This design comes from an exercise in tuning for small area and a short achievable clock period on the open sky130 flow, not from production work.
Where RTL was checked, it was by simulation tests only, not by an equivalence proof against the original.

// top
module top (input logic clk, rst,
            input logic enable, din,
            input logic signed [10:0] x,
            output logic signed [11:0] q,
            output logic spike);
Settings: LEC_CHECK=0, ABC_AREA=1, CAP_MARGIN=20, CORE_MARGIN=2, CORE_UTILIZATION=40, SETUP_SLACK_MARGIN=5, SLEW_MARGIN=20, SYNTH_HIERARCHICAL=1, SYNTH_MINIMUM_KEEP_SIZE=0; clock period 12.0 ns.
standard.sh (not shown) runs the stock make flow with config.mk's settings and CLKGATE_MAP_FILE= SYNTH_SCRIPT=/design/flow/synth_recipe.tcl, a recipe that flattens the netlist after the stock synthesis.
==> flow/flow/run.sh <==
#!/bin/bash
# Standard ORFS layout (the standard.sh), with timing repair aimed at a
# setup slack of 8.3 ns at the design's 12 ns clock, so that the resizer keeps
# improving paths that already meet 12 ns.  Logs: standard.log and orfs/logs.
set -euo pipefail
bash standard.sh SETUP_SLACK_MARGIN=8.3  BUFFER_PORTS_ARGS="-buffer_cell sky130_fd_sc_hd__buf_2" finish > standard.log 2>&1
Then changed:
--- a/flow/design.v
+++ b/flow/design.v
@@ -512,27 +512,27 @@
 logic bng0;
 logic [11:0] pp1;
 logic bng1;
 logic [11:0] pp2;
 logic bng2;
 logic [11:0] pp3;
 logic bng3;
 logic [11:0] pp4;
 logic bng4;
-logic [4:0] bop;
-logic [4:0] bon;
-logic [4:0] btp;
-logic [4:0] btn;
 logic [10:0] z0;
 logic [10:0] z1;
 logic [10:0] z2;
 logic [10:0] z3;
 logic [10:0] z0n;
+logic [4:0] bop;
+logic [4:0] bon;
+logic [4:0] btp;
+logic [4:0] btn;
 logic [11:0] r5;
 logic pm_0_s;
 logic pm_0_c;
 logic pm_1_s;
 logic pm_1_c;
 logic pm_2_s;
 logic pm_2_c;
 logic pm_3_s;
 logic pm_3_c;
@@ -1385,37 +1385,39 @@
 assign pp4[7] = (bop[4] & za[8]) | (bon[4] & ~za[8]) | (btp[4] & za[7]) | (btn[4] & ~za[7]);
 assign pp4[8] = (bop[4] & za[9]) | (bon[4] & ~za[9]) | (btp[4] & za[8]) | (btn[4] & ~za[8]);
 assign pp4[9] = (bop[4] & za[10]) | (bon[4] & ~za[10]) | (btp[4] & za[9]) | (btn[4] & ~za[9]);
 assign pp4[10] = (bop[4] & za[11]) | (bon[4] & ~za[11]) | (btp[4] & za[10]) | (btn[4] & ~za[10]);
 assign pp4[11] = (bop[4] & za[12]) | (bon[4] & ~za[12]) | (btp[4] & za[11]) | (btn[4] & ~za[11]);
 assign bng4 = bon[4] | btn[4];
 assign r5p = (t1n[9] ^ t1n[10]) ? (t1n[10] ? ~zs : zs) : 12'd0;
 assign r5_n = r5p + 12'd3414 + {11'd0, ~t1n[9] & t1n[10]};
 always_ff @(posedge clk) begin
-  bop <= bop_n;
-  bon <= bon_n;
-  btp <= btp_n;
-  btn <= btn_n;
-end
-always_ff @(posedge clk) begin
   if (rst) begin
     z0 <= 11'd0;
     z1 <= 11'd0;
     z2 <= 11'd0;
     z3 <= 11'd0;
     z0n <= 11'd2047;
+    bop <= 5'd0;
+    bon <= 5'd0;
+    btp <= 5'd0;
+    btn <= 5'd0;
     r5 <= 12'd3414;
   end else begin
     z0 <= y2a;
     z1 <= z0;
     z2 <= z1;
     z3 <= z2;
     z0n <= ~y2a;
+    bop <= bop_n;
+    bon <= bon_n;
+    btp <= btp_n;
+    btn <= btn_n;
     r5 <= r5_n;
   end
 end
 ha pm_0 (.a(pp0[6]), .b(pp1[4]), .s(pm_0_s), .co(pm_0_c));
 ha pm_1 (.a(pp0[7]), .b(pp1[5]), .s(pm_1_s), .co(pm_1_c));
 fa pm_2 (.a(pp0[8]), .b(pp1[6]), .c(pp2[4]), .s(pm_2_s), .co(pm_2_c));
 ha pm_3 (.a(pp3[2]), .b(pp4[0]), .s(pm_3_s), .co(pm_3_c));
 assign pm_4_s = 1'b1 ^ pp0[9] ^ pp1[7];
 assign pm_4_c = (1'b1 & pp0[9]) | (1'b1 & pp1[7]) | (pp0[9] & pp1[7]);
What happened: Core utilization climbs by 1.0 points; cell area grows by about 1%; fmax rises by 0.41%; die area is about the same; routed wire length goes up by about 1.2%; non-clock buffer count goes up by 35; setup slack is better by 0.015 ns; clock skew went up by 0.013 ns.

---

## the previous run
RTL: one of the versions met above, not the one the previous note started from.
Size: ~3400 cells after synthesis, about 400 flip-flops.
==> flow/design.v (excerpt) <==
module top (input logic clk, rst,
            input logic enable, din,
            input logic signed [10:0] x,
            output logic signed [11:0] q,
            output logic spike);
Settings: LEC_CHECK=0, ABC_AREA=1, CAP_MARGIN=20, CORE_MARGIN=2, CORE_UTILIZATION=40, SETUP_SLACK_MARGIN=5, SLEW_MARGIN=60, SYNTH_HIERARCHICAL=1, SYNTH_MINIMUM_KEEP_SIZE=0; clock period 12.0 ns.
==> flow/flow/run.sh <==
#!/bin/bash
# Standard ORFS layout (the standard.sh), with timing repair aimed at a
# setup slack of 8.3 ns at the design's 12 ns clock, so that the resizer keeps
# improving paths that already meet 12 ns.  Logs: standard.log and orfs/logs.
set -euo pipefail
bash standard.sh SETUP_SLACK_MARGIN=8.3 TNS_END_PERCENT=30 BUFFER_PORTS_ARGS="-buffer_cell sky130_fd_sc_hd__buf_2" finish > standard.log 2>&1
Modified inputs, the current run compared to the previous run
--- a/flow/design.v
+++ b/flow/design.v
@@ -514,23 +514,22 @@
 logic bng1;
 logic [11:0] pp2;
 logic bng2;
 logic [11:0] pp3;
 logic bng3;
 logic [11:0] pp4;
 logic bng4;
-logic [10:0] z0;
-logic [10:0] z1;
-logic [10:0] z2;
-logic [10:0] z3;
-logic [10:0] z0n;
 logic [4:0] bop;
 logic [4:0] bon;
 logic [4:0] btp;
 logic [4:0] btn;
+logic [10:0] z0;
+logic [10:0] z1;
+logic [10:0] z2;
+logic [10:0] z3;
 logic [11:0] r5;
 logic pm_0_s;
 logic pm_0_c;
 logic pm_1_s;
 logic pm_1_c;
 logic pm_2_s;
 logic pm_2_c;
@@ -1318,15 +1317,15 @@
 assign btn_n[3] = tb[8] & ~tb[7] & ~tb[6];
 assign bop_n[4] = ~tb[10] & (tb[9] ^ tb[8]);
 assign bon_n[4] = tb[10] & (tb[9] ^ tb[8]);
 assign btp_n[4] = ~tb[10] & tb[9] & tb[8];
 assign btn_n[4] = tb[10] & ~tb[9] & ~tb[8];
 assign zs = {y2a[10], y2a};
 assign za = {z0[10], z0, 1'b0};
-assign zb = ~{z0n[10], z0n, 1'b1};
+assign zb = za;
 assign pp0[0] = (bop[0] & za[1]) | (bon[0] & ~za[1]) | (btp[0] & za[0]) | (btn[0] & ~za[0]);
 assign pp0[1] = (bop[0] & za[2]) | (bon[0] & ~za[2]) | (btp[0] & za[1]) | (btn[0] & ~za[1]);
 assign pp0[2] = (bop[0] & za[3]) | (bon[0] & ~za[3]) | (btp[0] & za[2]) | (btn[0] & ~za[2]);
 assign pp0[3] = (bop[0] & za[4]) | (bon[0] & ~za[4]) | (btp[0] & za[3]) | (btn[0] & ~za[3]);
 assign pp0[4] = (bop[0] & za[5]) | (bon[0] & ~za[5]) | (btp[0] & za[4]) | (btn[0] & ~za[4]);
 assign pp0[5] = (bop[0] & za[6]) | (bon[0] & ~za[6]) | (btp[0] & za[5]) | (btn[0] & ~za[5]);
 assign pp0[6] = (bop[0] & za[7]) | (bon[0] & ~za[7]) | (btp[0] & za[6]) | (btn[0] & ~za[6]);
@@ -1387,35 +1386,31 @@
 assign pp4[9] = (bop[4] & za[10]) | (bon[4] & ~za[10]) | (btp[4] & za[9]) | (btn[4] & ~za[9]);
 assign pp4[10] = (bop[4] & za[11]) | (bon[4] & ~za[11]) | (btp[4] & za[10]) | (btn[4] & ~za[10]);
 assign pp4[11] = (bop[4] & za[12]) | (bon[4] & ~za[12]) | (btp[4] & za[11]) | (btn[4] & ~za[11]);
 assign bng4 = bon[4] | btn[4];
 assign r5p = (t1n[9] ^ t1n[10]) ? (t1n[10] ? ~zs : zs) : 12'd0;
 assign r5_n = r5p + 12'd3414 + {11'd0, ~t1n[9] & t1n[10]};
 always_ff @(posedge clk) begin
+  bop <= bop_n;
+  bon <= bon_n;
+  btp <= btp_n;
+  btn <= btn_n;
+end
+always_ff @(posedge clk) begin
   if (rst) begin
     z0 <= 11'd0;
     z1 <= 11'd0;
     z2 <= 11'd0;
     z3 <= 11'd0;
-    z0n <= 11'd2047;
-    bop <= 5'd0;
-    bon <= 5'd0;
-    btp <= 5'd0;
-    btn <= 5'd0;
     r5 <= 12'd3414;
   end else begin
     z0 <= y2a;
     z1 <= z0;
     z2 <= z1;
     z3 <= z2;
-    z0n <= ~y2a;
-    bop <= bop_n;
-    bon <= bon_n;
-    btp <= btp_n;
-    btn <= btn_n;
     r5 <= r5_n;
   end
 end
 ha pm_0 (.a(pp0[6]), .b(pp1[4]), .s(pm_0_s), .co(pm_0_c));
 ha pm_1 (.a(pp0[7]), .b(pp1[5]), .s(pm_1_s), .co(pm_1_c));
 fa pm_2 (.a(pp0[8]), .b(pp1[6]), .c(pp2[4]), .s(pm_2_s), .co(pm_2_c));
 ha pm_3 (.a(pp3[2]), .b(pp4[0]), .s(pm_3_s), .co(pm_3_c));
### Flow results
- The current run completed; timing, DRC and antenna clean
- Cell area after technology mapping shrinks slightly when moving from the previous run to the current run.
- Compared the current run vs the previous run, and final worst-path cycle share is down in the current run.
- The number of fill cells in the layout was comparable across the previous run and the current run.
- On first-pass GRT wire length, the previous run beats the current run.
- The current run leaves more setup margin than the previous run.
- Global-route usage over all layers in the current run vs the previous run: up 0.74 points
- Status: via count parity (the current run, the previous run)
- Compared the current run vs the previous run, and non-clock buffer count is up in the current run.
Only the layout flow was run in the current run; the RTL was not checked for function there.

## static timing again, ports no longer ideal
How much do the figures lean on ideal ports? The routed layouts below were timed once more, with nothing changed but the port constraints.
Step 1: set_driving_cell puts a clkbuf_16 on clk and a buf_2 on each other input, an assumption about the parent block.
Step 2 moves the port delays by t, midway between the first and last clock arrival at a register: inputs arrive t later, outputs are due t later. That takes back most of the time a late clock gives input paths.
a / b / c = no drivers / after step 1 / after step 2; a / b = the first two.
| run | t, ns | slack for setup (ns) | worst setup path after step 2 | worst register clock-pin slew, ns |
|---|---|---|---|---|
| the first run of note 1 | 0.655 | 8.374 / 8.374 / 7.797 | input to register | 0.07 / 0.07 |
| the second run of note 1 | 0.643 | 8.389 / 8.389 / 7.797 | input to register | 0.07 / 0.07 |
| the previous run | 0.657 | 8.299 / 8.299 / 7.805 | input to register | 0.06 / 0.06 |
| the current run | 0.649 | 8.329 / 8.329 / 7.709 | input to register | 0.07 / 0.07 |
After both steps every run listed still meets setup and hold. For the current run, which loses most, drivers alone change the setup slack by 0.000 ns; drivers and shift together by -0.620 ns.
